This is an optimization exercise on Yosys and OpenROAD, whose aim is small area, a short achievable clock period and few clock cycles per item, not a production implementation.
RTL that was checked went through simulation tests only; none was proved equivalent to the original.
Power figures rest on the tool's default switching activity, not on a simulated workload.

Design ATCONV, start of the top module:
module  ATCONV(
	input		clk,
	input		reset,
	output 	    busy,
	input		ready,
	output reg	[11:0]	iaddr,
	input signed [12:0]	idata,
	output	reg 	cwr,
	output  reg	[11:0]	caddr_wr,
	output reg 	[12:0] 	cdata_wr,
	output	reg 	crd,       
	output  reg	[11:0] 	caddr_rd,
	input 	[12:0] 	cdata_rd,
	output reg 	csel
	);
	localparam K = 4;           
	localparam L = K + 2;       
	function gt13;
		input [12:0] a, b;
		reg g;
		integer i;
		begin
			g = 1'b0;
			for (i = 0; i < 13; i = i + 1)
				g = (a[i] & ~b[i]) | (~(a[i] ^ b[i]) & g);
			gt13 = g;
		end
	endfunction
	function [9:0] dec10;
		input [9:0] x;
		reg c;
		integer i;
		begin
			c = 1'b1;
			for (i = 0; i < 10; i = i + 1) begin
				dec10[i] = x[i] ^ c;
				c = c & ~x[i];
			end
		end
	endfunction
	function [12:0] inc13;
		input [12:0] x;
		input ci;
		reg c;
		integer i;
		begin
			c = ci;
			for (i = 0; i < 13; i = i + 1) begin
				inc13[i] = x[i] ^ c;
				c = c & x[i];
			end
		end
	endfunction
	reg        run;
	reg        busy_r;    
	reg [2:0]  ci;
	reg [5:0]  s;
	reg        cp;
	reg [4:0]  b;
	assign busy = busy_r;
	wire tail   = b[4] & (s == 6'd2);
	wire last_i = tail ? (ci == 3'd4) : (ci == L-1);
	reg [2:0] n_ci;
	reg [5:0] n_s;
	reg       n_cp;
	reg [4:0] n_b;
	always @(*) begin
		n_ci = ci + 3'd1;
		n_s  = s;
		n_cp = cp;
		n_b  = b;
		if (last_i) begin
			n_ci = 3'd0;
			if (b[4]) begin
				if (s != 6'd2) n_s = s + 6'd1;
  ...
Size: roughly 1400 cells after synthesis, roughly 16000 sq um of cells after synthesis.
clock: 10.0 ns
lec_check: 0
cap_margin: 20
core_margin: 2
core_utilization: 40
cts_cluster_diameter: 100
cts_cluster_size: 30
slew_margin: 20
standard.sh (not shown) runs the stock make flow with config.mk's settings and CLKGATE_MAP_FILE= SYNTH_SCRIPT=/design/flow/synth_recipe.tcl, a recipe that flattens the netlist after the stock synthesis.
==> flow/flow/run.sh <==
#!/bin/bash
set -euo pipefail
export BUFFER_PORTS_ARGS="-buffer_cell sky130_fd_sc_hd__buf_2"
export SETUP_SLACK_MARGIN=6.9
bash standard.sh > standard.log 2>&1
The baseline finished with timing, DRC and antenna clean.
Testbench counts at the start, summed over its fixed seeds: cycles 216,096, images 32.
Rerun with:
--- a/flow/design.v
+++ b/flow/design.v
@@ -186,48 +186,49 @@
 		crd <= rd_next;
 		pen <= pen_n;
 		caddr_rd <= (run & ~done) ? {pcn[11:9], pcn[3:2], pcn[1], pcn[8:4], pcn[0]} : 12'd0;
 		cdata_wr <= wr1 ? l1 : l0;
 		caddr_wr <= wr1 ? {2'b00, l1a[9:7], l1a[1:0], l1a[6:2]} : {wrow, wcol};
 		if (!run) iaddr <= 12'd63;
 		else iaddr <= {rowc, col};
 	end
-	always @(posedge clk) begin
+	always @(posedge clk)
 		busy_r <= ~reset & (run ? ~done : ready);
-		cwr    <= ~reset & run & ~done & (wvp[3] | wr1);
-		csel   <= ~reset & run & ~done & wr1;
-	end
 	always @(posedge clk or posedge reset) begin
 		if (reset) begin
 			done <= 1'b0;
 			run <= 1'b0;
 			ci <= 3'd1; s <= 6'd0; cp <= 1'b0; b <= 5'd0;
 			pc <= 13'd0; pst <= 1'b0; pwp <= 1'b0; c0 <= 1'b0; rg <= 4'd0;
 			rv <= 1'b0; r0 <= 1'b0;
-			rd <= 1'b0;
+			rd <= 1'b0; cwr <= 1'b0; csel <= 1'b0;
 		end else begin
 			rv <= rd;
 			r0 <= c0;
 			rg <= ((s >= 6'd2) | cp | b[0]) ? b[4:1] : ((b[4:1] == 4'd0) ? 4'd0 : b[4:1] - 4'd1);
 			if (!run) begin
 				run <= ready;
+				cwr <= 1'b0;
 				rd <= 1'b0;
+				csel <= 1'b0;
 				c0 <= 1'b0;
 			end else if (done) begin
 				run <= 1'b0;
 				ci <= 3'd1; s <= 6'd0; cp <= 1'b0; b <= 5'd0;
 				pc <= 13'd0; pst <= 1'b0; pwp <= 1'b0; c0 <= 1'b0; done <= 1'b0;
-				rd <= 1'b0;
+				rd <= 1'b0; cwr <= 1'b0; csel <= 1'b0;
 			end else begin
 				ci <= n_ci; s <= n_s; cp <= n_cp; b <= n_b;
 				pc <= pcn;
 				rd <= rd_next;
 				c0 <= (ci == st) & pen;
 				if (ci == st) begin
 					pst <= pen;
 					pwp <= pst;
 				end
+				cwr  <= wvp[3] | wr1;
+				csel <= wr1;
 				done <= wr1 & (l1a == 10'h3FF);
 			end
 		end
 	end
 endmodule
Outcome: The new run completed without violations; power goes down by 0.78%; clock-buffer cell count fell by 1; cell count falls by 0.85%; sequential power is about the same; register-to-register slack is about the same; design area decreases by 0.57%; hold slack improved by 12 ps; routed wire length decreases by 1.4%; via count falls by 0.77%; fmax came out lower by 2.0%; combinational power barely changes; area after synthesis hardly moves; global-route usage shrinks by 0.45 points; die area hardly moves.
For the second run of this note, only the layout was checked, not whether the RTL still works.

---

The RTL this note starts from:
==> flow/design.v <==
`timescale 1ns/10ps
module  ATCONV(
	input		clk,
	input		reset,
	output 	    busy,
	input		ready,
	output reg	[11:0]	iaddr,
	input signed [12:0]	idata,
	output	reg 	cwr,
	output  reg	[11:0]	caddr_wr,
	output reg 	[12:0] 	cdata_wr,
	output	reg 	crd,       
	output  reg	[11:0] 	caddr_rd,
	input 	[12:0] 	cdata_rd,
	output reg 	csel
	);
	localparam K = 4;           
	localparam L = K + 2;       
	function [12:0] inc13;
		input [12:0] x;
		input ci;
		reg c;
		integer i;
		begin
			c = ci;
			for (i = 0; i < 13; i = i + 1) begin
				inc13[i] = x[i] ^ c;
				c = c & x[i];
			end
		end
	endfunction
	reg        run;
	reg        busy_r;    
	reg [2:0]  ci;
	reg [5:0]  s;
	reg        cp;
	reg [4:0]  b;
	assign busy = busy_r;
	wire tail   = b[4] & (s == 6'd2);
	wire last_i = tail ? (ci == 3'd4) : (ci == L-1);
	reg [2:0] n_ci;
	reg [5:0] n_s;
	reg       n_cp;
	reg [4:0] n_b;
	always @(*) begin
		n_ci = ci + 3'd1;
		n_s  = s;
		n_cp = cp;
		n_b  = b;
		if (last_i) begin
			n_ci = 3'd0;
			if (b[4]) begin
				if (s != 6'd2) n_s = s + 6'd1;
			end else if (s == 6'd32) begin
				n_s = cp ? 6'd0 : 6'd1;
				n_cp = ~cp;
				if (cp) n_b = b + 5'd1;
			end else
				n_s = s + 6'd1;
		end
	end
	wire [7:0] row  = {b[4:1], 3'b000} + {7'd0, b[0]} + {4'd0, ci, 1'b0} - 8'd2;
	wire [5:0] rowc = row[7] ? 6'd0 : (row[6] ? 6'd63 : row[5:0]);
	wire [5:0] sm1  = s - 6'd1;
	wire [5:0] s32  = 6'd32 - s;
	wire [5:0] col  = cp ? ((s == 6'd0) ? 6'd0 : {sm1[4:0], 1'b1})
	                     : ((s == 6'd0) ? 6'd63 : {s32[4:0], 1'b0});
	wire fl = (s == 6'd0) | (cp & (s == 6'd1));    
	wire wv = (ci >= 3'd2) & (((s >= 6'd2) & ~b[4]) | (fl & ((b != 5'd0) | cp)));
	reg [12:0] pix, x1, x2;
	always @(posedge clk) begin
		pix <= idata;
		x1  <= pix;
		x2  <= x1;
	end
	reg [3:0] wvp;           
	reg [2:0] flp;           
	always @(posedge clk or posedge reset) begin
		if (reset) begin
			wvp <= 4'b0000;
			flp <= 3'b000;
		end else begin
			wvp <= {wvp[2:0], wv & run};
			flp <= {flp[1:0], fl};
		end
	end
	reg [17*L-1:0] Pring;
	reg [16*L-1:0] Nring;
	wire [15:0] sx2 = {{3{x2[12]}}, x2};
	wire [15:0] spx = {{3{pix[12]}}, pix};
	wire [15:0] v   = sx2 + spx + {x1[12], x1, 2'b00};                          
	wire [16:0] cc  = {x1, 4'b0000} - {sx2[15], sx2, 1'b0} - {spx[15], spx, 1'b0};  
	reg  [15:0] Vr;
	reg  [16:0] Cr;
	always @(posedge clk) begin
		Vr <= v;
		Cr <= cc;
	end
	wire [15:0] Nh = Nring[15:0];
	wire [15:0] Xo = flp[2] ? Nh : Vr;
	wire [16:0] t2 = Pring[16:0] - {Xo[15], Xo};    
	wire [16:0] Pn = Cr - {Nh[15], Nh} - 17'd188;
	reg  [12:0] t2r;
	always @(posedge clk) begin
		Pring <= {Pn, Pring[17*L-1:17]};
		Nring <= {Vr, Nring[16*L-1:16]};
		t2r   <= t2[16:4];
	end
	wire ok0 = ~t2r[12] & (|t2r[11:0]) & (t2r[11:0] < 12'hFF5);
	wire [12:0] l0 = {1'b0, t2r[11:0] & {12{ok0}}};
	reg [5:0] wrow, wcol;
	always @(posedge clk or posedge reset) begin
		if (reset) begin
			wrow <= 6'd0;
			wcol <= 6'd62;
		end else if (wvp[3]) begin
			if (wrow[2:1] != 2'b11)
				wrow <= wrow + 6'd2;
			else begin
				wrow <= wrow - 6'd6;
				if (wcol == 6'd63) begin
					wcol <= 6'd62;
					wrow <= wrow[0] ? wrow + 6'd1 : wrow - 6'd5;
				end else if (wcol == 6'd0)
					wcol <= 6'd1;
				else if (wcol[0])
					wcol <= wcol + 6'd2;
				else
					wcol <= wcol - 6'd2;
			end
		end
	end
	reg [12:0] pc;             
	reg        pst, pwp, c0;
	reg [12:0] mx;
	reg        rd;             
	reg        done;           
	wire [12:0] pcn = inc13(pc, rd);
	reg  [3:0]  rg;            
	reg        pen;
	wire [10:0] nb  = pc[12:2] + {10'd0, pst};     
	wire        pen_n = ~nb[10] & (({1'b0, nb[9:7]} < rg) |
	                    (({1'b0, nb[9:7]} == b[4:1]) & b[0] & cp & ({1'b0, nb[6:2]} + 6'd4 <= s)));
	wire rd_next = run & ~done & ((ci == 3'd3) ? pen : ((ci == 3'd4 || ci == 3'd5) ? 1'b0 : pst));
	wire [9:0]  l1a = pc[11:2] - 10'd1;
	wire [8:0]  mxi = mx[12:4] + 9'd1;
	wire [12:0] l1 = (mx[3:0] != 4'd0) ? {mxi, 4'b0000} : mx;
	wire wr1  = (ci == 3'd4) & pwp;
	always @(posedge clk) begin
		if (rd) mx <= (c0 | (cdata_rd > mx)) ? cdata_rd : mx;
		crd <= rd_next;
		pen <= pen_n;
		caddr_rd <= (run & ~done) ? {pcn[11:9], pcn[3:2], pcn[1], pcn[8:4], pcn[0]} : 12'd0;
		cdata_wr <= wr1 ? l1 : l0;
		caddr_wr <= wr1 ? {2'b00, l1a[9:7], l1a[1:0], l1a[6:2]} : {wrow, wcol};
		if (!run) iaddr <= 12'd63;
		else iaddr <= {rowc, col};
	end
	always @(posedge clk)
		busy_r <= ~reset & (run ? ~done : ready);
	always @(posedge clk or posedge reset) begin
		if (reset) begin
			done <= 1'b0;
			run <= 1'b0;
			ci <= 3'd1; s <= 6'd0; cp <= 1'b0; b <= 5'd0;
			pc <= 13'd0; pst <= 1'b0; pwp <= 1'b0; c0 <= 1'b0; rg <= 4'd0;
			rd <= 1'b0; cwr <= 1'b0; csel <= 1'b0;
		end else begin
			rg <= ((s >= 6'd2) | cp | b[0]) ? b[4:1] : ((b[4:1] == 4'd0) ? 4'd0 : b[4:1] - 4'd1);
			if (!run) begin
				run <= ready;
				cwr <= 1'b0;
				rd <= 1'b0;
				csel <= 1'b0;
				c0 <= 1'b0;
			end else if (done) begin
				run <= 1'b0;
				ci <= 3'd1; s <= 6'd0; cp <= 1'b0; b <= 5'd0;
				pc <= 13'd0; pst <= 1'b0; pwp <= 1'b0; c0 <= 1'b0; done <= 1'b0;
				rd <= 1'b0; cwr <= 1'b0; csel <= 1'b0;
			end else begin
				ci <= n_ci; s <= n_s; cp <= n_cp; b <= n_b;
				pc <= pcn;
				if (ci == 3'd3) begin
					pst <= pen;
					pwp <= pst;
					rd <= pen;
					c0  <= pen;
				end else begin
					c0 <= 1'b0;
					rd <= (ci == 3'd4 || ci == 3'd5) ? 1'b0 : pst;
				end
				cwr  <= wvp[3] | wr1;
				csel <= wr1;
				done <= wr1 & (l1a == 10'h3FF);
			end
		end
	end
endmodule
==> flow/config.mk <==
export PLATFORM = sky130hd
export DESIGN_NAME = ATCONV
export DESIGN_NICKNAME = ATCONV
export VERILOG_FILES = /design/flow/design.v
export SDC_FILE = /design/flow/constraint.sdc
export NUM_CORES = 4
export LEC_CHECK = 0
export CAP_MARGIN = 20
export CORE_MARGIN = 2
export CORE_UTILIZATION = 40
export CTS_CLUSTER_DIAMETER = 100
export CTS_CLUSTER_SIZE = 30
export SLEW_MARGIN = 20
==> flow/constraint.sdc <==
create_clock -name core_clock -period 10.0 [get_ports {clk}]
set_input_delay 2.0000 -clock core_clock [delete_from_list [all_inputs] [get_ports {clk}]]
set_output_delay 2.0000 -clock core_clock [all_outputs]
set_load 0.01 [all_outputs]
==> flow/flow/run.sh <==
#!/bin/bash
set -euo pipefail
export BUFFER_PORTS_ARGS="-buffer_cell sky130_fd_sc_hd__buf_2"
export SETUP_SLACK_MARGIN=6.5
bash standard.sh > standard.log 2>&1
Change:
--- a/flow/design.v
+++ b/flow/design.v
@@ -131,28 +131,26 @@
 		end
 	end
 	reg [12:0] pc;             
 	reg        pst, pwp, c0;
 	reg [12:0] mx;
 	reg        rd;             
-	reg        done;           
 	wire [12:0] pcn = inc13(pc, rd);
 	reg  [3:0]  rg;            
-	reg        pen;
-	wire [10:0] nb  = pc[12:2] + {10'd0, pst};     
-	wire        pen_n = ~nb[10] & (({1'b0, nb[9:7]} < rg) |
-	                    (({1'b0, nb[9:7]} == b[4:1]) & b[0] & cp & ({1'b0, nb[6:2]} + 6'd4 <= s)));
 	wire rd_next = run & ~done & ((ci == 3'd3) ? pen : ((ci == 3'd4 || ci == 3'd5) ? 1'b0 : pst));
+	wire [10:0] nb  = pc[12:2] + {10'd0, rd & (&pc[1:0])};     
+	wire        pen = ~nb[10] & (({1'b0, nb[9:7]} < rg) |
+	                  (({1'b0, nb[9:7]} == b[4:1]) & b[0] & cp & ({1'b0, nb[6:2]} + 6'd4 <= s)));
 	wire [9:0]  l1a = pc[11:2] - 10'd1;
 	wire [8:0]  mxi = mx[12:4] + 9'd1;
 	wire [12:0] l1 = (mx[3:0] != 4'd0) ? {mxi, 4'b0000} : mx;
 	wire wr1  = (ci == 3'd4) & pwp;
+	reg  done;     
 	always @(posedge clk) begin
 		if (rd) mx <= (c0 | (cdata_rd > mx)) ? cdata_rd : mx;
 		crd <= rd_next;
-		pen <= pen_n;
 		caddr_rd <= (run & ~done) ? {pcn[11:9], pcn[3:2], pcn[1], pcn[8:4], pcn[0]} : 12'd0;
 		cdata_wr <= wr1 ? l1 : l0;
 		caddr_wr <= wr1 ? {2'b00, l1a[9:7], l1a[1:0], l1a[6:2]} : {wrow, wcol};
 		if (!run) iaddr <= 12'd63;
 		else iaddr <= {rowc, col};
 	end
- The new run completed with no timing, DRC or antenna violations
- clock power rose slightly
- maximum frequency drops slightly
- final area went down slightly
- wire length went up slightly
- worst setup slack gets worse by 0.059 ns
- hold slack got worse by 0.016 ns
- combinational power went down by about a fifth
- sequential cell count goes down by 1
No functional check of the RTL was part of any run of this note.

==> static timing again, ports no longer ideal <==
In the flow no input, the clock included, has a driving cell. The finished layouts below were timed again as built, in two steps.
Step 1 assumes that a clkbuf_16 drives the clock port and a buf_2 every other input.
Step 2, shift: input delay + t, output delay - t, t = (earliest + latest rising clock arrival at the registers) / 2. This alone moves slack from input paths to output paths.
Slacks: no drivers / after step 1 / after step 2; pairs: no drivers / after step 1.
| run | t, ns | setup WS [ns] | latest minus earliest clock arrival (ns) | worst register clock-pin slew, ns |
|---|---|---|---|---|
| the first run of note 1 | 0.583 | 6.968 / 6.916 / 6.893 | 0.046 / 0.046 | 0.12 / 0.12 |
| the second run of note 1 | 0.579 | 6.907 / 6.854 / 6.942 | 0.023 / 0.023 | 0.11 / 0.11 |
| the first run of note 2 | 0.584 | 6.664 / 6.685 / 6.101 | 0.019 / 0.018 | 0.11 / 0.11 |
| the second run of note 2 | 0.577 | 6.605 / 6.632 / 6.056 | 0.037 / 0.037 | 0.12 / 0.12 |
After both steps every run listed still meets setup and hold. The setup slack of the first run of note 2, which loses most, moves by +0.021 ns with the drivers and by -0.563 ns with both steps.
